Context: an optimization exercise on an open-source flow, tuned for small area. The choices shown serve that exercise and are no tape-out recipe.
No functional check of the RTL was part of this run.
No activity file was given, so power comes from the tool's default toggle rates.

### flow/flow/run.sh
#!/bin/bash
# Standard ORFS layout (the standard.sh, unchanged synthesis), except:
#  - the port buffers inserted before global placement are the smallest buffer
#    cell instead of the resizer's default choice;
#  - clock tree synthesis uses clkbuf_4 for the root and the leaves and does
#    not add dummy loads to balance the tree.
# Full make/tool output goes to standard.log; ORFS keeps each step's own log
# under orfs/logs/.
set -euo pipefail
export BUFFER_PORTS_ARGS="-buffer_cell sky130_fd_sc_hd__buf_1"
export CTS_ARGS="-sink_clustering_enable -repair_clock_nets -dont_use_dummy_load -sink_clustering_size 12 -root_buf sky130_fd_sc_hd__clkbuf_4 -buf_list {sky130_fd_sc_hd__clkbuf_4}"
bash standard.sh > standard.log 2>&1
### flow/standard.sh
#!/bin/bash
# synth_recipe.tcl (not shown) runs the flow's synth.tcl, then flattens the netlist and writes it again
# the make line also repeats each setting of config.mk as NAME=value (left out here)
make -C /OpenROAD-flow-scripts/flow DESIGN_CONFIG=/design/flow/config.mk WORK_HOME=/design/flow/orfs CLKGATE_MAP_FILE= SYNTH_SCRIPT=/design/flow/synth_recipe.tcl "${@:-finish}"
### flow/config.mk
export PLATFORM = sky130hd
export DESIGN_NAME = mul16_top
export DESIGN_NICKNAME = mul16_top
export VERILOG_FILES = /design/flow/design.v
export SDC_FILE = /design/flow/constraint.sdc
export NUM_CORES = 4
export LEC_CHECK = 0
export ABC_AREA = 1
export CAP_MARGIN = 20
export CORE_MARGIN = 2
export CORE_UTILIZATION = 55
export CTS_BUF_LIST = sky130_fd_sc_hd__clkbuf_4 sky130_fd_sc_hd__clkbuf_8
export CTS_CLUSTER_SIZE = 16
export SLEW_MARGIN = 20
export SYNTH_HIERARCHICAL = 1
### flow/constraint.sdc
create_clock -name core_clock -period 6.5 [get_ports {clk}]
set_input_delay 1.3000 -clock core_clock [delete_from_list [all_inputs] [get_ports {clk}]]
set_output_delay 1.3000 -clock core_clock [all_outputs]
set_load 0.01 [all_outputs]
### flow/design.v
module half_adder(input wire a, input wire b, output wire s, output wire co);
    assign s  = a ^ b;
    assign co = a & b;
endmodule
module full_adder(input wire a, input wire b, input wire ci, output wire s, output wire co);
    assign s  = a ^ b ^ ci;
    assign co = (a & b) | (a & ci) | (b & ci);
endmodule
module booth_sel(input wire one, input wire two, input wire neg, input wire a, input wire am1, output wire x);
    assign x = ((one & a) | (two & am1)) ^ neg;
endmodule
module booth_sel1(input wire one, input wire neg, input wire a, output wire x);
    assign x = (one & a) ^ neg;
endmodule
module booth_selm(input wire one, input wire two, input wire neg, input wire a, output wire xn);
    assign xn = ~(((one | two) & a) ^ neg);
endmodule
module multi16x16(
    input   wire            a_signed,
    input   wire            b_signed,
    input   wire    [15:0]  mula_n,
    input   wire    [15:0]  mulb,
    output  wire    [31:0]  out
);
    wire [15:0] mula = ~mula_n;
    wire a_top = a_signed & mula[15];
    wire b_top = b_signed & mulb[15];
    wire one0 = mulb[0];
    wire two0 = mulb[1] & ~mulb[0];
    wire neg0 = mulb[1];
    wire n1;
    assign n1 = (one0 & mula[0]) ^ neg0;
    wire n2;
    assign n2 = ((one0 & mula[1]) | (two0 & mula[0])) ^ neg0;
    wire n3;
    assign n3 = ((one0 & mula[2]) | (two0 & mula[1])) ^ neg0;
    wire n4;
    assign n4 = ((one0 & mula[3]) | (two0 & mula[2])) ^ neg0;
    wire n5;
    assign n5 = ((one0 & mula[4]) | (two0 & mula[3])) ^ neg0;
    wire n6;
    assign n6 = ((one0 & mula[5]) | (two0 & mula[4])) ^ neg0;
    wire n7;
    assign n7 = ((one0 & mula[6]) | (two0 & mula[5])) ^ neg0;
    wire n8;
    assign n8 = ((one0 & mula[7]) | (two0 & mula[6])) ^ neg0;
    wire n9;
    assign n9 = ((one0 & mula[8]) | (two0 & mula[7])) ^ neg0;
    wire n10;
    assign n10 = ((one0 & mula[9]) | (two0 & mula[8])) ^ neg0;
    wire n11;
    assign n11 = ((one0 & mula[10]) | (two0 & mula[9])) ^ neg0;
    wire n12;
    assign n12 = ((one0 & mula[11]) | (two0 & mula[10])) ^ neg0;
    wire n13;
    assign n13 = ((one0 & mula[12]) | (two0 & mula[11])) ^ neg0;
    wire n14;
    assign n14 = ((one0 & mula[13]) | (two0 & mula[12])) ^ neg0;
    wire n15;
    assign n15 = ((one0 & mula[14]) | (two0 & mula[13])) ^ neg0;
    wire n16;
    assign n16 = ((one0 & mula[15]) | (two0 & mula[14])) ^ neg0;
    wire n17;
    assign n17 = ((one0 & a_top) | (two0 & mula[15])) ^ neg0;
    wire n18;
    assign n18 = ~(((one0 | two0) & a_top) ^ neg0);
    wire one1 = mulb[2] ^ mulb[1];
    wire two1 = (mulb[3] & ~mulb[2] & ~mulb[1]) | (~mulb[3] & mulb[2] & mulb[1]);
    wire neg1 = mulb[3];
    wire n19;
    assign n19 = (one1 & mula[0]) ^ neg1;
    wire n20;
    assign n20 = ((one1 & mula[1]) | (two1 & mula[0])) ^ neg1;
    wire n21;
    assign n21 = ((one1 & mula[2]) | (two1 & mula[1])) ^ neg1;
    wire n22;
    assign n22 = ((one1 & mula[3]) | (two1 & mula[2])) ^ neg1;
    wire n23;
    assign n23 = ((one1 & mula[4]) | (two1 & mula[3])) ^ neg1;
    wire n24;
    assign n24 = ((one1 & mula[5]) | (two1 & mula[4])) ^ neg1;
    wire n25;
    assign n25 = ((one1 & mula[6]) | (two1 & mula[5])) ^ neg1;
    wire n26;
    assign n26 = ((one1 & mula[7]) | (two1 & mula[6])) ^ neg1;
    wire n27;
    assign n27 = ((one1 & mula[8]) | (two1 & mula[7])) ^ neg1;
    wire n28;
    assign n28 = ((one1 & mula[9]) | (two1 & mula[8])) ^ neg1;
    wire n29;
    assign n29 = ((one1 & mula[10]) | (two1 & mula[9])) ^ neg1;
    wire n30;
    assign n30 = ((one1 & mula[11]) | (two1 & mula[10])) ^ neg1;
    wire n31;
    assign n31 = ((one1 & mula[12]) | (two1 & mula[11])) ^ neg1;
    wire n32;
    assign n32 = ((one1 & mula[13]) | (two1 & mula[12])) ^ neg1;
    wire n33;
    assign n33 = ((one1 & mula[14]) | (two1 & mula[13])) ^ neg1;
    wire n34;
    assign n34 = ((one1 & mula[15]) | (two1 & mula[14])) ^ neg1;
    wire n35;
    assign n35 = ((one1 & a_top) | (two1 & mula[15])) ^ neg1;
    wire n36;
    assign n36 = ~(((one1 | two1) & a_top) ^ neg1);
    wire one2 = mulb[4] ^ mulb[3];
    wire two2 = (mulb[5] & ~mulb[4] & ~mulb[3]) | (~mulb[5] & mulb[4] & mulb[3]);
    wire neg2 = mulb[5];
    wire n37;
    assign n37 = (one2 & mula[0]) ^ neg2;
    wire n38;
    assign n38 = ((one2 & mula[1]) | (two2 & mula[0])) ^ neg2;
    wire n39;
    assign n39 = ((one2 & mula[2]) | (two2 & mula[1])) ^ neg2;
    wire n40;
    assign n40 = ((one2 & mula[3]) | (two2 & mula[2])) ^ neg2;
    wire n41;
    assign n41 = ((one2 & mula[4]) | (two2 & mula[3])) ^ neg2;
    wire n42;
    assign n42 = ((one2 & mula[5]) | (two2 & mula[4])) ^ neg2;
    wire n43;
    assign n43 = ((one2 & mula[6]) | (two2 & mula[5])) ^ neg2;
    wire n44;
    assign n44 = ((one2 & mula[7]) | (two2 & mula[6])) ^ neg2;
    wire n45;
    assign n45 = ((one2 & mula[8]) | (two2 & mula[7])) ^ neg2;
    wire n46;
    assign n46 = ((one2 & mula[9]) | (two2 & mula[8])) ^ neg2;
    wire n47;
    assign n47 = ((one2 & mula[10]) | (two2 & mula[9])) ^ neg2;
    wire n48;
    assign n48 = ((one2 & mula[11]) | (two2 & mula[10])) ^ neg2;
    wire n49;
    assign n49 = ((one2 & mula[12]) | (two2 & mula[11])) ^ neg2;
    wire n50;
    assign n50 = ((one2 & mula[13]) | (two2 & mula[12])) ^ neg2;
    wire n51;
    assign n51 = ((one2 & mula[14]) | (two2 & mula[13])) ^ neg2;
    wire n52;
    assign n52 = ((one2 & mula[15]) | (two2 & mula[14])) ^ neg2;
    wire n53;
    assign n53 = ((one2 & a_top) | (two2 & mula[15])) ^ neg2;
    wire n54;
    assign n54 = ~(((one2 | two2) & a_top) ^ neg2);
    wire one3 = mulb[6] ^ mulb[5];
    wire two3 = (mulb[7] & ~mulb[6] & ~mulb[5]) | (~mulb[7] & mulb[6] & mulb[5]);
    wire neg3 = mulb[7];
    wire n55;
    assign n55 = (one3 & mula[0]) ^ neg3;
    wire n56;
    assign n56 = ((one3 & mula[1]) | (two3 & mula[0])) ^ neg3;
    wire n57;
    assign n57 = ((one3 & mula[2]) | (two3 & mula[1])) ^ neg3;
    wire n58;
    assign n58 = ((one3 & mula[3]) | (two3 & mula[2])) ^ neg3;
    wire n59;
    assign n59 = ((one3 & mula[4]) | (two3 & mula[3])) ^ neg3;
    wire n60;
    assign n60 = ((one3 & mula[5]) | (two3 & mula[4])) ^ neg3;
    wire n61;
    assign n61 = ((one3 & mula[6]) | (two3 & mula[5])) ^ neg3;
    wire n62;
    assign n62 = ((one3 & mula[7]) | (two3 & mula[6])) ^ neg3;
    wire n63;
    assign n63 = ((one3 & mula[8]) | (two3 & mula[7])) ^ neg3;
    wire n64;
    assign n64 = ((one3 & mula[9]) | (two3 & mula[8])) ^ neg3;
    wire n65;
    assign n65 = ((one3 & mula[10]) | (two3 & mula[9])) ^ neg3;
    wire n66;
    assign n66 = ((one3 & mula[11]) | (two3 & mula[10])) ^ neg3;
    wire n67;
    assign n67 = ((one3 & mula[12]) | (two3 & mula[11])) ^ neg3;
    wire n68;
    assign n68 = ((one3 & mula[13]) | (two3 & mula[12])) ^ neg3;
    wire n69;
    assign n69 = ((one3 & mula[14]) | (two3 & mula[13])) ^ neg3;
    wire n70;
    assign n70 = ((one3 & mula[15]) | (two3 & mula[14])) ^ neg3;
    wire n71;
    assign n71 = ((one3 & a_top) | (two3 & mula[15])) ^ neg3;
    wire n72;
    assign n72 = ~(((one3 | two3) & a_top) ^ neg3);
    wire one4 = mulb[8] ^ mulb[7];
    wire two4 = (mulb[9] & ~mulb[8] & ~mulb[7]) | (~mulb[9] & mulb[8] & mulb[7]);
    wire neg4 = mulb[9];
    wire n73;
    assign n73 = (one4 & mula[0]) ^ neg4;
    wire n74;
    assign n74 = ((one4 & mula[1]) | (two4 & mula[0])) ^ neg4;
    wire n75;
    assign n75 = ((one4 & mula[2]) | (two4 & mula[1])) ^ neg4;
    wire n76;
    assign n76 = ((one4 & mula[3]) | (two4 & mula[2])) ^ neg4;
    wire n77;
    assign n77 = ((one4 & mula[4]) | (two4 & mula[3])) ^ neg4;
    wire n78;
    assign n78 = ((one4 & mula[5]) | (two4 & mula[4])) ^ neg4;
    wire n79;
    assign n79 = ((one4 & mula[6]) | (two4 & mula[5])) ^ neg4;
    wire n80;
    assign n80 = ((one4 & mula[7]) | (two4 & mula[6])) ^ neg4;
    wire n81;
    assign n81 = ((one4 & mula[8]) | (two4 & mula[7])) ^ neg4;
    wire n82;
    assign n82 = ((one4 & mula[9]) | (two4 & mula[8])) ^ neg4;
    wire n83;
    assign n83 = ((one4 & mula[10]) | (two4 & mula[9])) ^ neg4;
    wire n84;
    assign n84 = ((one4 & mula[11]) | (two4 & mula[10])) ^ neg4;
    wire n85;
    assign n85 = ((one4 & mula[12]) | (two4 & mula[11])) ^ neg4;
    wire n86;
    assign n86 = ((one4 & mula[13]) | (two4 & mula[12])) ^ neg4;
    wire n87;
    assign n87 = ((one4 & mula[14]) | (two4 & mula[13])) ^ neg4;
    wire n88;
    assign n88 = ((one4 & mula[15]) | (two4 & mula[14])) ^ neg4;
    wire n89;
    assign n89 = ((one4 & a_top) | (two4 & mula[15])) ^ neg4;
    wire n90;
    assign n90 = ~(((one4 | two4) & a_top) ^ neg4);
    wire one5 = mulb[10] ^ mulb[9];
    wire two5 = (mulb[11] & ~mulb[10] & ~mulb[9]) | (~mulb[11] & mulb[10] & mulb[9]);
    wire neg5 = mulb[11];
    wire n91;
    assign n91 = (one5 & mula[0]) ^ neg5;
    wire n92;
    assign n92 = ((one5 & mula[1]) | (two5 & mula[0])) ^ neg5;
    wire n93;
    assign n93 = ((one5 & mula[2]) | (two5 & mula[1])) ^ neg5;
    wire n94;
    assign n94 = ((one5 & mula[3]) | (two5 & mula[2])) ^ neg5;
    wire n95;
    assign n95 = ((one5 & mula[4]) | (two5 & mula[3])) ^ neg5;
    wire n96;
    assign n96 = ((one5 & mula[5]) | (two5 & mula[4])) ^ neg5;
    wire n97;
    assign n97 = ((one5 & mula[6]) | (two5 & mula[5])) ^ neg5;
    wire n98;
    assign n98 = ((one5 & mula[7]) | (two5 & mula[6])) ^ neg5;
    wire n99;
    assign n99 = ((one5 & mula[8]) | (two5 & mula[7])) ^ neg5;
    wire n100;
    assign n100 = ((one5 & mula[9]) | (two5 & mula[8])) ^ neg5;
    wire n101;
    assign n101 = ((one5 & mula[10]) | (two5 & mula[9])) ^ neg5;
    wire n102;
    assign n102 = ((one5 & mula[11]) | (two5 & mula[10])) ^ neg5;
    wire n103;
    assign n103 = ((one5 & mula[12]) | (two5 & mula[11])) ^ neg5;
    wire n104;
    assign n104 = ((one5 & mula[13]) | (two5 & mula[12])) ^ neg5;
    wire n105;
    assign n105 = ((one5 & mula[14]) | (two5 & mula[13])) ^ neg5;
    wire n106;
    assign n106 = ((one5 & mula[15]) | (two5 & mula[14])) ^ neg5;
    wire n107;
    assign n107 = ((one5 & a_top) | (two5 & mula[15])) ^ neg5;
    wire n108;
    assign n108 = ~(((one5 | two5) & a_top) ^ neg5);
    wire one6 = mulb[12] ^ mulb[11];
    wire two6 = (mulb[13] & ~mulb[12] & ~mulb[11]) | (~mulb[13] & mulb[12] & mulb[11]);
    wire neg6 = mulb[13];
    wire n109;
    assign n109 = (one6 & mula[0]) ^ neg6;
    wire n110;
    assign n110 = ((one6 & mula[1]) | (two6 & mula[0])) ^ neg6;
    wire n111;
    assign n111 = ((one6 & mula[2]) | (two6 & mula[1])) ^ neg6;
    wire n112;
    assign n112 = ((one6 & mula[3]) | (two6 & mula[2])) ^ neg6;
    wire n113;
    assign n113 = ((one6 & mula[4]) | (two6 & mula[3])) ^ neg6;
    wire n114;
    assign n114 = ((one6 & mula[5]) | (two6 & mula[4])) ^ neg6;
    wire n115;
    assign n115 = ((one6 & mula[6]) | (two6 & mula[5])) ^ neg6;
    wire n116;
    assign n116 = ((one6 & mula[7]) | (two6 & mula[6])) ^ neg6;
    wire n117;
    assign n117 = ((one6 & mula[8]) | (two6 & mula[7])) ^ neg6;
    wire n118;
    assign n118 = ((one6 & mula[9]) | (two6 & mula[8])) ^ neg6;
    wire n119;
    assign n119 = ((one6 & mula[10]) | (two6 & mula[9])) ^ neg6;
    wire n120;
    assign n120 = ((one6 & mula[11]) | (two6 & mula[10])) ^ neg6;
    wire n121;
    assign n121 = ((one6 & mula[12]) | (two6 & mula[11])) ^ neg6;
    wire n122;
    assign n122 = ((one6 & mula[13]) | (two6 & mula[12])) ^ neg6;
    wire n123;
    assign n123 = ((one6 & mula[14]) | (two6 & mula[13])) ^ neg6;
    wire n124;
    assign n124 = ((one6 & mula[15]) | (two6 & mula[14])) ^ neg6;
    wire n125;
    assign n125 = ((one6 & a_top) | (two6 & mula[15])) ^ neg6;
    wire n126;
    assign n126 = ~(((one6 | two6) & a_top) ^ neg6);
    wire one7 = mulb[14] ^ mulb[13];
    wire two7 = (mulb[15] & ~mulb[14] & ~mulb[13]) | (~mulb[15] & mulb[14] & mulb[13]);
    wire neg7 = mulb[15];
    wire n127;
    assign n127 = (one7 & mula[0]) ^ neg7;
    wire n128;
    assign n128 = ((one7 & mula[1]) | (two7 & mula[0])) ^ neg7;
    wire n129;
    assign n129 = ((one7 & mula[2]) | (two7 & mula[1])) ^ neg7;
    wire n130;
    assign n130 = ((one7 & mula[3]) | (two7 & mula[2])) ^ neg7;
    wire n131;
    assign n131 = ((one7 & mula[4]) | (two7 & mula[3])) ^ neg7;
    wire n132;
    assign n132 = ((one7 & mula[5]) | (two7 & mula[4])) ^ neg7;
    wire n133;
    assign n133 = ((one7 & mula[6]) | (two7 & mula[5])) ^ neg7;
    wire n134;
    assign n134 = ((one7 & mula[7]) | (two7 & mula[6])) ^ neg7;
    wire n135;
    assign n135 = ((one7 & mula[8]) | (two7 & mula[7])) ^ neg7;
    wire n136;
    assign n136 = ((one7 & mula[9]) | (two7 & mula[8])) ^ neg7;
    wire n137;
    assign n137 = ((one7 & mula[10]) | (two7 & mula[9])) ^ neg7;
    wire n138;
    assign n138 = ((one7 & mula[11]) | (two7 & mula[10])) ^ neg7;
    wire n139;
    assign n139 = ((one7 & mula[12]) | (two7 & mula[11])) ^ neg7;
    wire n140;
    assign n140 = ((one7 & mula[13]) | (two7 & mula[12])) ^ neg7;
    wire n141;
    assign n141 = ((one7 & mula[14]) | (two7 & mula[13])) ^ neg7;
    wire n142;
    assign n142 = ((one7 & mula[15]) | (two7 & mula[14])) ^ neg7;
    wire n143;
    assign n143 = ((one7 & a_top) | (two7 & mula[15])) ^ neg7;
    wire n144;
    assign n144 = ~(((one7 | two7) & a_top) ^ neg7);
    wire one8 = mulb[15] & ~b_top;
    wire n145;
    assign n145 = one8 & mula[0];
    wire n146;
    assign n146 = one8 & mula[1];
    wire n147;
    assign n147 = one8 & mula[2];
    wire n148;
    assign n148 = one8 & mula[3];
    wire n149;
    assign n149 = one8 & mula[4];
    wire n150;
    assign n150 = one8 & mula[5];
    wire n151;
    assign n151 = one8 & mula[6];
    wire n152;
    assign n152 = one8 & mula[7];
    wire n153;
    assign n153 = one8 & mula[8];
    wire n154;
    assign n154 = one8 & mula[9];
    wire n155;
    assign n155 = one8 & mula[10];
    wire n156;
    assign n156 = one8 & mula[11];
    wire n157;
    assign n157 = one8 & mula[12];
    wire n158;
    assign n158 = one8 & mula[13];
    wire n159;
    assign n159 = one8 & mula[14];
    wire n160;
    assign n160 = one8 & mula[15];
    wire n161, n162;
    half_adder ha1 (.a(neg0), .b(n1), .s(n161), .co(n162));
    wire n163, n164;
    half_adder ha2 (.a(n2), .b(n162), .s(n163), .co(n164));
    wire n165, n166;
    full_adder fa1 (.a(neg1), .b(n3), .ci(n19), .s(n165), .co(n166));
    wire n167, n168;
    half_adder ha3 (.a(n164), .b(n165), .s(n167), .co(n168));
    wire n169, n170;
    full_adder fa2 (.a(n4), .b(n20), .ci(n166), .s(n169), .co(n170));
    wire n171, n172;
    half_adder ha4 (.a(n168), .b(n169), .s(n171), .co(n172));
    wire n173, n174;
    full_adder fa3 (.a(neg2), .b(n5), .ci(n21), .s(n173), .co(n174));
    wire n175, n176;
    full_adder fa4 (.a(n37), .b(n173), .ci(n170), .s(n175), .co(n176));
    wire n177, n178;
    half_adder ha5 (.a(n172), .b(n175), .s(n177), .co(n178));
    wire n179, n180;
    full_adder fa5 (.a(n6), .b(n22), .ci(n38), .s(n179), .co(n180));
    wire n181, n182;
    full_adder fa6 (.a(n174), .b(n179), .ci(n176), .s(n181), .co(n182));
    wire n183, n184;
    half_adder ha6 (.a(n178), .b(n181), .s(n183), .co(n184));
    wire n185, n186;
    full_adder fa7 (.a(neg3), .b(n7), .ci(n23), .s(n185), .co(n186));
    wire n187, n188;
    full_adder fa8 (.a(n39), .b(n55), .ci(n180), .s(n187), .co(n188));
    wire n189, n190;
    full_adder fa9 (.a(n185), .b(n187), .ci(n182), .s(n189), .co(n190));
    wire n191, n192;
    half_adder ha7 (.a(n184), .b(n189), .s(n191), .co(n192));
    wire n193, n194;
    full_adder fa10 (.a(n8), .b(n24), .ci(n40), .s(n193), .co(n194));
    wire n195, n196;
    full_adder fa11 (.a(n56), .b(n186), .ci(n193), .s(n195), .co(n196));
    wire n197, n198;
    full_adder fa12 (.a(n188), .b(n195), .ci(n190), .s(n197), .co(n198));
    wire n199, n200;
    half_adder ha8 (.a(n192), .b(n197), .s(n199), .co(n200));
    wire n201, n202;
    full_adder fa13 (.a(neg4), .b(n9), .ci(n25), .s(n201), .co(n202));
    wire n203, n204;
    full_adder fa14 (.a(n41), .b(n57), .ci(n73), .s(n203), .co(n204));
    wire n205, n206;
    full_adder fa15 (.a(n194), .b(n201), .ci(n203), .s(n205), .co(n206));
    wire n207, n208;
    full_adder fa16 (.a(n196), .b(n205), .ci(n198), .s(n207), .co(n208));
    wire n209, n210;
    full_adder fa17 (.a(n10), .b(n26), .ci(n42), .s(n209), .co(n210));
    wire n211, n212;
    full_adder fa18 (.a(n58), .b(n74), .ci(n202), .s(n211), .co(n212));
    wire n213, n214;
    full_adder fa19 (.a(n204), .b(n209), .ci(n211), .s(n213), .co(n214));
    wire n215, n216;
    half_adder ha9 (.a(n206), .b(n213), .s(n215), .co(n216));
    wire n217, n218;
    full_adder fa20 (.a(neg5), .b(n11), .ci(n27), .s(n217), .co(n218));
    wire n219, n220;
    full_adder fa21 (.a(n43), .b(n59), .ci(n75), .s(n219), .co(n220));
    wire n221, n222;
    full_adder fa22 (.a(n91), .b(n210), .ci(n217), .s(n221), .co(n222));
    wire n223, n224;
    full_adder fa23 (.a(n219), .b(n212), .ci(n221), .s(n223), .co(n224));
    wire n225, n226;
    full_adder fa24 (.a(n214), .b(n223), .ci(n216), .s(n225), .co(n226));
    wire n227, n228;
    full_adder fa25 (.a(n12), .b(n28), .ci(n44), .s(n227), .co(n228));
    wire n229, n230;
    full_adder fa26 (.a(n60), .b(n76), .ci(n92), .s(n229), .co(n230));
    wire n231, n232;
    full_adder fa27 (.a(n218), .b(n220), .ci(n227), .s(n231), .co(n232));
    wire n233, n234;
    full_adder fa28 (.a(n229), .b(n222), .ci(n231), .s(n233), .co(n234));
    wire n235, n236;
    full_adder fa29 (.a(n224), .b(n233), .ci(n226), .s(n235), .co(n236));
    wire n237, n238;
    full_adder fa30 (.a(neg6), .b(n13), .ci(n29), .s(n237), .co(n238));
    wire n239, n240;
    full_adder fa31 (.a(n45), .b(n61), .ci(n77), .s(n239), .co(n240));
    wire n241, n242;
    full_adder fa32 (.a(n93), .b(n109), .ci(n228), .s(n241), .co(n242));
    wire n243, n244;
    full_adder fa33 (.a(n230), .b(n237), .ci(n239), .s(n243), .co(n244));
    wire n245, n246;
    full_adder fa34 (.a(n241), .b(n232), .ci(n243), .s(n245), .co(n246));
    wire n247, n248;
    half_adder ha10 (.a(n234), .b(n245), .s(n247), .co(n248));
    wire n249, n250;
    full_adder fa35 (.a(n14), .b(n30), .ci(n46), .s(n249), .co(n250));
    wire n251, n252;
    full_adder fa36 (.a(n62), .b(n78), .ci(n94), .s(n251), .co(n252));
    wire n253, n254;
    full_adder fa37 (.a(n110), .b(n238), .ci(n240), .s(n253), .co(n254));
    wire n255, n256;
    full_adder fa38 (.a(n249), .b(n251), .ci(n242), .s(n255), .co(n256));
    wire n257, n258;
    full_adder fa39 (.a(n244), .b(n253), .ci(n255), .s(n257), .co(n258));
    wire n259, n260;
    full_adder fa40 (.a(n246), .b(n257), .ci(n248), .s(n259), .co(n260));
    wire n261, n262;
    full_adder fa41 (.a(neg7), .b(n15), .ci(n31), .s(n261), .co(n262));
    wire n263, n264;
    full_adder fa42 (.a(n47), .b(n63), .ci(n79), .s(n263), .co(n264));
    wire n265, n266;
    full_adder fa43 (.a(n95), .b(n111), .ci(n127), .s(n265), .co(n266));
    wire n267, n268;
    full_adder fa44 (.a(n250), .b(n252), .ci(n261), .s(n267), .co(n268));
    wire n269, n270;
    full_adder fa45 (.a(n263), .b(n265), .ci(n254), .s(n269), .co(n270));
    wire n271, n272;
    full_adder fa46 (.a(n267), .b(n256), .ci(n269), .s(n271), .co(n272));
    wire n273, n274;
    full_adder fa47 (.a(n258), .b(n271), .ci(n260), .s(n273), .co(n274));
    wire n275, n276;
    full_adder fa48 (.a(n16), .b(n32), .ci(n48), .s(n275), .co(n276));
    wire n277, n278;
    full_adder fa49 (.a(n64), .b(n80), .ci(n96), .s(n277), .co(n278));
    wire n279, n280;
    full_adder fa50 (.a(n112), .b(n128), .ci(n262), .s(n279), .co(n280));
    wire n281, n282;
    full_adder fa51 (.a(n264), .b(n266), .ci(n275), .s(n281), .co(n282));
    wire n283, n284;
    full_adder fa52 (.a(n277), .b(n279), .ci(n268), .s(n283), .co(n284));
    wire n285, n286;
    full_adder fa53 (.a(n281), .b(n270), .ci(n283), .s(n285), .co(n286));
    wire n287, n288;
    half_adder ha11 (.a(n272), .b(n285), .s(n287), .co(n288));
    wire n289, n290;
    full_adder fa54 (.a(n17), .b(n33), .ci(n49), .s(n289), .co(n290));
    wire n291, n292;
    full_adder fa55 (.a(n65), .b(n81), .ci(n97), .s(n291), .co(n292));
    wire n293, n294;
    full_adder fa56 (.a(n113), .b(n129), .ci(n145), .s(n293), .co(n294));
    wire n295, n296;
    full_adder fa57 (.a(n276), .b(n278), .ci(n289), .s(n295), .co(n296));
    wire n297, n298;
    full_adder fa58 (.a(n291), .b(n293), .ci(n280), .s(n297), .co(n298));
    wire n299, n300;
    full_adder fa59 (.a(n282), .b(n295), .ci(n297), .s(n299), .co(n300));
    wire n301, n302;
    full_adder fa60 (.a(n284), .b(n299), .ci(n286), .s(n301), .co(n302));
    wire n303 = ~n18;
    wire n304, n305;
    full_adder fa61 (.a(n34), .b(n50), .ci(n66), .s(n304), .co(n305));
    wire n306, n307;
    full_adder fa62 (.a(n82), .b(n98), .ci(n114), .s(n306), .co(n307));
    wire n308, n309;
    full_adder fa63 (.a(n130), .b(n146), .ci(n303), .s(n308), .co(n309));
    wire n310, n311;
    full_adder fa64 (.a(n290), .b(n292), .ci(n294), .s(n310), .co(n311));
    wire n312, n313;
    full_adder fa65 (.a(n304), .b(n306), .ci(n308), .s(n312), .co(n313));
    wire n314, n315;
    full_adder fa66 (.a(n296), .b(n310), .ci(n312), .s(n314), .co(n315));
    wire n316, n317;
    full_adder fa67 (.a(n298), .b(n314), .ci(n300), .s(n316), .co(n317));
    wire n318 = ~n35;
    wire n319, n320;
    full_adder fa68 (.a(n51), .b(n67), .ci(n83), .s(n319), .co(n320));
    wire n321, n322;
    full_adder fa69 (.a(n99), .b(n115), .ci(n131), .s(n321), .co(n322));
    wire n323, n324;
    full_adder fa70 (.a(n147), .b(n18), .ci(n318), .s(n323), .co(n324));
    wire n325, n326;
    full_adder fa71 (.a(n305), .b(n307), .ci(n309), .s(n325), .co(n326));
    wire n327, n328;
    full_adder fa72 (.a(n319), .b(n321), .ci(n323), .s(n327), .co(n328));
    wire n329, n330;
    full_adder fa73 (.a(n311), .b(n313), .ci(n325), .s(n329), .co(n330));
    wire n331, n332;
    full_adder fa74 (.a(n327), .b(n315), .ci(n329), .s(n331), .co(n332));
    wire n333, n334;
    full_adder fa75 (.a(n36), .b(n52), .ci(n68), .s(n333), .co(n334));
    wire n335, n336;
    full_adder fa76 (.a(n84), .b(n100), .ci(n116), .s(n335), .co(n336));
    wire n337, n338;
    full_adder fa77 (.a(n132), .b(n148), .ci(n35), .s(n337), .co(n338));
    wire n339, n340;
    full_adder fa78 (.a(n320), .b(n322), .ci(n324), .s(n339), .co(n340));
    wire n341, n342;
    full_adder fa79 (.a(n333), .b(n335), .ci(n337), .s(n341), .co(n342));
    wire n343, n344;
    full_adder fa80 (.a(n326), .b(n328), .ci(n339), .s(n343), .co(n344));
    wire n345, n346;
    full_adder fa81 (.a(n341), .b(n330), .ci(n343), .s(n345), .co(n346));
    wire n347 = ~n53;
    wire n348, n349;
    full_adder fa82 (.a(n69), .b(n85), .ci(n101), .s(n348), .co(n349));
    wire n350, n351;
    full_adder fa83 (.a(n117), .b(n133), .ci(n149), .s(n350), .co(n351));
    wire n352, n353;
    full_adder fa84 (.a(n347), .b(n334), .ci(n336), .s(n352), .co(n353));
    wire n354, n355;
    full_adder fa85 (.a(n338), .b(n348), .ci(n350), .s(n354), .co(n355));
    wire n356, n357;
    full_adder fa86 (.a(n340), .b(n342), .ci(n352), .s(n356), .co(n357));
    wire n358, n359;
    full_adder fa87 (.a(n354), .b(n344), .ci(n356), .s(n358), .co(n359));
    wire n360, n361;
    full_adder fa88 (.a(n54), .b(n70), .ci(n86), .s(n360), .co(n361));
    wire n362, n363;
    full_adder fa89 (.a(n102), .b(n118), .ci(n134), .s(n362), .co(n363));
    wire n364, n365;
    full_adder fa90 (.a(n150), .b(n53), .ci(n349), .s(n364), .co(n365));
    wire n366, n367;
    full_adder fa91 (.a(n351), .b(n360), .ci(n362), .s(n366), .co(n367));
    wire n368, n369;
    full_adder fa92 (.a(n353), .b(n364), .ci(n355), .s(n368), .co(n369));
    wire n370, n371;
    full_adder fa93 (.a(n366), .b(n357), .ci(n368), .s(n370), .co(n371));
    wire n372 = ~n71;
    wire n373, n374;
    full_adder fa94 (.a(n87), .b(n103), .ci(n119), .s(n373), .co(n374));
    wire n375, n376;
    full_adder fa95 (.a(n135), .b(n151), .ci(n372), .s(n375), .co(n376));
    wire n377, n378;
    full_adder fa96 (.a(n361), .b(n363), .ci(n373), .s(n377), .co(n378));
    wire n379, n380;
    full_adder fa97 (.a(n375), .b(n365), .ci(n367), .s(n379), .co(n380));
    wire n381, n382;
    full_adder fa98 (.a(n377), .b(n369), .ci(n379), .s(n381), .co(n382));
    wire n383, n384;
    full_adder fa99 (.a(n72), .b(n88), .ci(n104), .s(n383), .co(n384));
    wire n385, n386;
    full_adder fa100 (.a(n120), .b(n136), .ci(n152), .s(n385), .co(n386));
    wire n387, n388;
    full_adder fa101 (.a(n71), .b(n374), .ci(n376), .s(n387), .co(n388));
    wire n389, n390;
    full_adder fa102 (.a(n383), .b(n385), .ci(n378), .s(n389), .co(n390));
    wire n391, n392;
    full_adder fa103 (.a(n387), .b(n380), .ci(n389), .s(n391), .co(n392));
    wire n393 = ~n89;
    wire n394, n395;
    full_adder fa104 (.a(n105), .b(n121), .ci(n137), .s(n394), .co(n395));
    wire n396, n397;
    full_adder fa105 (.a(n153), .b(n393), .ci(n384), .s(n396), .co(n397));
    wire n398, n399;
    full_adder fa106 (.a(n386), .b(n394), .ci(n388), .s(n398), .co(n399));
    wire n400, n401;
    full_adder fa107 (.a(n396), .b(n398), .ci(n390), .s(n400), .co(n401));
    wire n402, n403;
    full_adder fa108 (.a(n90), .b(n106), .ci(n122), .s(n402), .co(n403));
    wire n404, n405;
    full_adder fa109 (.a(n138), .b(n154), .ci(n89), .s(n404), .co(n405));
    wire n406, n407;
    full_adder fa110 (.a(n395), .b(n402), .ci(n404), .s(n406), .co(n407));
    wire n408, n409;
    full_adder fa111 (.a(n397), .b(n406), .ci(n399), .s(n408), .co(n409));
    wire n410 = ~n107;
    wire n411, n412;
    full_adder fa112 (.a(n123), .b(n139), .ci(n155), .s(n411), .co(n412));
    wire n413, n414;
    full_adder fa113 (.a(n410), .b(n403), .ci(n405), .s(n413), .co(n414));
    wire n415, n416;
    full_adder fa114 (.a(n411), .b(n407), .ci(n413), .s(n415), .co(n416));
    wire n417, n418;
    full_adder fa115 (.a(n108), .b(n124), .ci(n140), .s(n417), .co(n418));
    wire n419, n420;
    full_adder fa116 (.a(n156), .b(n107), .ci(n412), .s(n419), .co(n420));
    wire n421, n422;
    full_adder fa117 (.a(n417), .b(n414), .ci(n419), .s(n421), .co(n422));
    wire n423 = ~n125;
    wire n424, n425;
    full_adder fa118 (.a(n141), .b(n157), .ci(n423), .s(n424), .co(n425));
    wire n426, n427;
    full_adder fa119 (.a(n418), .b(n424), .ci(n420), .s(n426), .co(n427));
    wire n428, n429;
    full_adder fa120 (.a(n126), .b(n142), .ci(n158), .s(n428), .co(n429));
    wire n430, n431;
    full_adder fa121 (.a(n125), .b(n425), .ci(n428), .s(n430), .co(n431));
    wire n432 = ~n143;
    wire n433, n434;
    full_adder fa122 (.a(n159), .b(n432), .ci(n429), .s(n433), .co(n434));
    wire n435, n436;
    full_adder fa123 (.a(n144), .b(n160), .ci(n143), .s(n435), .co(n436));
    wire n437, n438;
    half_adder ha12 (.a(n200), .b(n207), .s(n437), .co(n438));
    wire n439, n440;
    half_adder ha13 (.a(n208), .b(n215), .s(n439), .co(n440));
    wire n441, n442;
    half_adder ha14 (.a(n236), .b(n247), .s(n441), .co(n442));
    wire n443, n444;
    half_adder ha15 (.a(n274), .b(n287), .s(n443), .co(n444));
    wire n445, n446;
    half_adder ha16 (.a(n288), .b(n301), .s(n445), .co(n446));
    wire n447, n448;
    half_adder ha17 (.a(n302), .b(n316), .s(n447), .co(n448));
    wire n449, n450;
    half_adder ha18 (.a(n317), .b(n331), .s(n449), .co(n450));
    wire n451, n452;
    half_adder ha19 (.a(n332), .b(n345), .s(n451), .co(n452));
    wire n453, n454;
    half_adder ha20 (.a(n346), .b(n358), .s(n453), .co(n454));
    wire n455, n456;
    half_adder ha21 (.a(n359), .b(n370), .s(n455), .co(n456));
    wire n457, n458;
    half_adder ha22 (.a(n371), .b(n381), .s(n457), .co(n458));
    wire n459, n460;
    half_adder ha23 (.a(n382), .b(n391), .s(n459), .co(n460));
    wire n461, n462;
    half_adder ha24 (.a(n392), .b(n400), .s(n461), .co(n462));
    wire n463, n464;
    half_adder ha25 (.a(n401), .b(n408), .s(n463), .co(n464));
    wire n465, n466;
    half_adder ha26 (.a(n409), .b(n415), .s(n465), .co(n466));
    wire n467, n468;
    half_adder ha27 (.a(n416), .b(n421), .s(n467), .co(n468));
    wire n469, n470;
    half_adder ha28 (.a(n422), .b(n426), .s(n469), .co(n470));
    wire n471, n472;
    half_adder ha29 (.a(n427), .b(n430), .s(n471), .co(n472));
    wire n473, n474;
    half_adder ha30 (.a(n431), .b(n433), .s(n473), .co(n474));
    wire n475, n476;
    half_adder ha31 (.a(n434), .b(n435), .s(n475), .co(n476));
    wire n477 = n440 | (n439 & n438);
    wire n478 = n439 & n437;
    wire n479 = n235 & n225;
    wire n480 = n259 & n442;
    wire n481 = n259 & n441;
    wire n482 = n443 & n273;
    wire n483 = n448 | (n447 & n446);
    wire n484 = n447 & n445;
    wire n485 = n452 | (n451 & n450);
    wire n486 = n451 & n449;
    wire n487 = n456 | (n455 & n454);
    wire n488 = n455 & n453;
    wire n489 = n460 | (n459 & n458);
    wire n490 = n459 & n457;
    wire n491 = n464 | (n463 & n462);
    wire n492 = n463 & n461;
    wire n493 = n468 | (n467 & n466);
    wire n494 = n467 & n465;
    wire n495 = n472 | (n471 & n470);
    wire n496 = n471 & n469;
    wire n497 = n476 | (n475 & n474);
    wire n498 = n475 & n473;
    wire n499 = n479 & n477;
    wire n500 = n479 & n478;
    wire n501 = n444 | (n482 & n480);
    wire n502 = n482 & n481;
    wire n503 = n485 | (n486 & n483);
    wire n504 = n486 & n484;
    wire n505 = n489 | (n490 & n487);
    wire n506 = n490 & n488;
    wire n507 = n493 | (n494 & n491);
    wire n508 = n494 & n492;
    wire n509 = n497 | (n498 & n495);
    wire n510 = n498 & n496;
    wire n511 = n501 | (n502 & n499);
    wire n512 = n502 & n500;
    wire n513 = n505 | (n506 & n503);
    wire n514 = n506 & n504;
    wire n515 = n509 | (n510 & n507);
    wire n516 = n510 & n508;
    wire n517 = n513 | (n514 & n511);
    wire n518 = n514 & n512;
    wire n519 = n515 | (n516 & n517);
    wire n520 = n516 & n518;
    wire n521 = n503 | (n504 & n511);
    wire n522 = n504 & n512;
    wire n523 = n507 | (n508 & n517);
    wire n524 = n508 & n518;
    wire n525 = n480 | (n481 & n499);
    wire n526 = n481 & n500;
    wire n527 = n483 | (n484 & n511);
    wire n528 = n484 & n512;
    wire n529 = n487 | (n488 & n521);
    wire n530 = n488 & n522;
    wire n531 = n491 | (n492 & n517);
    wire n532 = n492 & n518;
    wire n533 = n495 | (n496 & n523);
    wire n534 = n496 & n524;
    wire n535 = n225 & n477;
    wire n536 = n225 & n478;
    wire n537 = n442 | (n441 & n499);
    wire n538 = n441 & n500;
    wire n539 = n273 & n525;
    wire n540 = n273 & n526;
    wire n541 = n446 | (n445 & n511);
    wire n542 = n445 & n512;
    wire n543 = n450 | (n449 & n527);
    wire n544 = n449 & n528;
    wire n545 = n454 | (n453 & n521);
    wire n546 = n453 & n522;
    wire n547 = n458 | (n457 & n529);
    wire n548 = n457 & n530;
    wire n549 = n462 | (n461 & n517);
    wire n550 = n461 & n518;
    wire n551 = n466 | (n465 & n531);
    wire n552 = n465 & n532;
    wire n553 = n470 | (n469 & n523);
    wire n554 = n469 & n524;
    wire n555 = n474 | (n473 & n533);
    wire n556 = n473 & n534;
    wire n557 = n439 ^ n438;
    wire n558 = n225 ^ n477;
    wire n559 = n235 ^ n535;
    wire n560 = n441 ^ n499;
    wire n561 = n259 ^ n537;
    wire n562 = n273 ^ n525;
    wire n563 = n443 ^ n539;
    wire n564 = n445 ^ n511;
    wire n565 = n447 ^ n541;
    wire n566 = n449 ^ n527;
    wire n567 = n451 ^ n543;
    wire n568 = n453 ^ n521;
    wire n569 = n455 ^ n545;
    wire n570 = n457 ^ n529;
    wire n571 = n459 ^ n547;
    wire n572 = n461 ^ n517;
    wire n573 = n463 ^ n549;
    wire n574 = n465 ^ n531;
    wire n575 = n467 ^ n551;
    wire n576 = n469 ^ n523;
    wire n577 = n471 ^ n553;
    wire n578 = n473 ^ n533;
    wire n579 = n475 ^ n555;
    assign out[0] = n161;  
    assign out[1] = n163;  
    assign out[2] = n167;  
    assign out[3] = n171;  
    assign out[4] = n177;  
    assign out[5] = n183;  
    assign out[6] = n191;  
    assign out[7] = n199;  
    assign out[8] = n437;  
    assign out[9] = n557;  
    assign out[10] = n558;  
    assign out[11] = n559;  
    assign out[12] = n560;  
    assign out[13] = n561;  
    assign out[14] = n562;  
    assign out[15] = n563;  
    assign out[16] = n564;  
    assign out[17] = n565;  
    assign out[18] = n566;  
    assign out[19] = n567;  
    assign out[20] = n568;  
    assign out[21] = n569;  
    assign out[22] = n570;  
    assign out[23] = n571;  
    assign out[24] = n572;  
    assign out[25] = n573;  
    assign out[26] = n574;  
    assign out[27] = n575;  
    assign out[28] = n576;  
    assign out[29] = n577;  
    assign out[30] = n578;  
    assign out[31] = n579;  
endmodule
module mul16_top(
    input   wire            clk,
    input   wire            a_signed,
    input   wire            b_signed,
    input   wire    [15:0]  mula,
    input   wire    [15:0]  mulb,
    output  reg     [31:0]  p
);
reg             a_signed_q, b_signed_q;
reg     [15:0]  mula_nq, mulb_q;
wire    [31:0]  prod;
always @(posedge clk) begin
    a_signed_q <= a_signed;
    b_signed_q <= b_signed;
    mula_nq    <= ~mula;
    mulb_q     <= mulb;
    p          <= prod;
end
multi16x16 mult(
    .a_signed(a_signed_q),
    .b_signed(b_signed_q),
    .mula_n(mula_nq),
    .mulb(mulb_q),
    .out(prod)
);
endmodule
==> summary.txt <==
outcome=complete, no violations; Final #Nets=1003; VDD IR max=363 uV; CTS tree=built; Ports=67; maximum clock rate=166 MHz; DRT iter0 DRCs=404; fin crit share=92.8%; Syn Area/Cell=10.2 sq um; CTS Root Buffer Type=clkbuf_4; HP Class=reg2reg; WL per Instance=18.3 um; Final Setup Violations=0; initial core utilization=55.9%; pin count of the biggest net entering global routing=24; setup_tns=0 ns; CTS Buf Count=9; DIE AREA=15700 sq um; Bufs and invs on worst path=1; worst path arrival time=6.40 ns; min Tclk post-route=6.03 ns; top_reg_cell synth=dfxtp_1; slowest stage cell, crit path=dfxtp_1; die height=125 um; initial antenna violation count=0; Area Growth Syn to Fin=1.76%; Post-Synthesis Cells=791; CTS hold repair buffers=0; #FFs+latches synth=66; crit-path leading delay family=adder cells; Ant. Diodes=0; critical path fanouts, max=17; Startpoint Class=flip-flop; clk_skew=0.0443 ns; placed insts=975; Synth warnings=7; Post-synth EDFFs=0; Post-CTS Resized=0; Die Wd=125 um; Worst-Margin Slew=0.838 ns; Final ANT Viol Nets=0; Synth cell types=35; mapped cell area=8090 sq um; Seq/Total Area, Yosys=16.3%; Rel. slew slack=43.5%; Max Cap Viol=0; first-pass GRT wire length=30.7 mm; share of cells above drive strength 1=12.1%; clock sinks=66; top-area cell type share of the netlist area=30.4%; Yosys top cell by area=fa_1; Synth area leaders=fa_1 (30%), dfxtp_1 (16%), xor2_1 (15%); fin cells=984; DR vias=5598; Routed Wire Length=18.0 mm; worst-skew pair later-pin latency=0.46 ns; PortBufs=66; Final Max Tran Viols=0; Post-CTS Setup Repair Bufs=0; P_leak=3.53 nW; Remaining Overflow, GRT=0; DRC viols=0; worst endpoint required time=6.87 ns; WS Path Type=reg2reg; Max H-tree Level=3; Bufs on Longest Clock Path=2; final hold violation count=0; critical path endpoint category=flip-flop; most used cell, CP=nand2_1; Pwr Density=577 nW/um^2; FP Rows=44; syn_nets=992; RePlAce Congestion=0.884; core box area=14500 sq um; clock transition at the registers of the reported paths=0.12 ns; drt pass-1 iters=5; critical path's largest stage delay=0.44 ns; DP HPWL=13.9 mm; number of global-route vias before repair=5947; Async SR Flop Fraction=0%; RSZ-0062 raised after global routing=no; drt via density=5.69; Total GRT Usage=24.4%
[layout by cell type, fill, tap and decap left out]
master	instances
a211oi_1	7
a21o_1	1
a21oi_1	12
a22oi_1	1
a31o_2	1
a31oi_1	1
buf_1	66
buf_4	34
clkbuf_4	9
clkinv_1	1
dfxtp_1	66
fa_1	123
ha_1	43
inv_1	41
inv_2	8
nand2_1	34
nand2_2	12
nand3_1	4
nand4_1	2
nor2_1	47
nor2_2	1
nor3_1	1
o21ai_0	2
o21ai_2	1
o21ai_4	6
o21bai_1	2
o22ai_1	103
o22ai_2	24
o31ai_1	1
or2_2	1
xnor2_1	8
xor2_1	137
[worst reg2reg max path: cells and delay by family (launching register included)]
kind	cells	cell delay, ns
AO/OA/AOI/OAI	1	0.15
XOR/XNOR	2	0.24
AND/OR/NAND/NOR	12	1.30
flip-flops	1	0.44
buffers and inverters	1	0.31
adder cells (fa/ha/maj)	10	3.52
[stage by stage]
step	worst slack (ns)	instance area (sq um)	util (%)	total power, mW	hold WS, ns
floorplan	0.931	8090	-	5.11	0.592
global placement	0.591	8170	56.4	4.48	0.616
detailed placement	0.478	8170	56.4	4.60	0.636
CTS	0.418	8240	56.9	4.86	0.638
global route	0.0653	8240	56.9	5.54	0.665
finish	0.469	8240	56.9	4.75	0.623
[area by class of cell]
cell class                 instances  area, sq um
sequential                        66         1320
tap                              184          230
inverter                          50          188
fill                            1276         6240
multi-input combinational        575         5930
clock buffer                       9         67.6
timing repair buffer             100          503
[Yosys stat by module (local to each module, per instance)]
module,cell area (sq um),cells inside
half_adder,12.5,1
mul16_top,1380,82
multi16x16,3860,555
full_adder,20.0,1
[registers in the layout, indices dropped and copies added (netlist names)]
name,count
p,32
mula_nq,16
mulb_q,16
a_signed_q,1
b_signed_q,1
[cell usage after synthesis (all sizes together) (8+ instances only)]
| library cell | count |
|---|---|
| o21ai | 9 |
| a21oi | 12 |
| inv | 49 |
| xnor2 | 8 |
| buf | 85 |
| dfxtp | 66 |
| o22ai | 127 |
| nand2 | 46 |
| ha | 43 |
| nor2 | 48 |
| fa | 123 |
| xor2 | 137 |
| clkbuf | 15 |
[cell families (layout without fill, tap and decap cells)]
| logic type | Yosys count | count (layout) | synth area share (%) |
|---|---|---|---|
| AOI/OAI and AO/OA | 162 | 162 | 15.2 |
| buffers and inverters | 150 | 159 | 10.5 |
| adders and majority gates | 166 | 166 | 37.1 |
| DFF | 66 | 66 | 16.3 |
| xor gates and xnor gates | 145 | 145 | 15.7 |
| and+or+nand+nor | 102 | 102 | 5.30 |
[path summary, 6_finish.rpt]
path	start	endpoint	slack, ns	cells after the start
max	mulb_q[1]	p[31]	0.47	26
min	mulb_q[1]	p[0]	0.62	1
max reg2reg	mulb_q[1]	p[31]	0.47	26
min reg2reg	mulb_q[1]	p[0]	0.62	1
[power breakdown]
part           switching (mW)  internal, mW  total, mW  leakage (nW)
Combinational            2.12          1.77       3.89          2.93
Sequential             0.0324         0.620      0.652         0.557
Clock                   0.143        0.0641      0.207        0.0414
Total                    2.30          2.45       4.75          3.53
[routing by layer]
metal / wire (um) / global-route usage (%)
met5: 0 / 0
met4: 155 / 5.42
met3: 1120 / 4.79
met2: 8640 / 39.6
met1: 8100 / 34.3

## re-timing with driven ports
No port has a modelled driver above. Below, the same layout with a new extraction and two added sets of constraints. Step 1 sets driving cells, clkbuf_16 on the clock port and buf_2 on the other inputs (assumed; they add their load-dependent delay and slew). Step 2 also shifts input and output timing later by t, the mid clock arrival at the registers, as if the neighbouring blocks saw the same clock. a / b / c = ideal / step 1 / step 2; a / b = the first two.
t (ns): 0.476
slack for setup (ns): 0.469 / 0.469 / 0.469
worst hold slack (ns): 0.623 / 0.623 / 0.623
After both steps this run still meets setup and hold. The setup slack of this run moves by 0.000 ns with the drivers and by 0.000 ns with both steps.
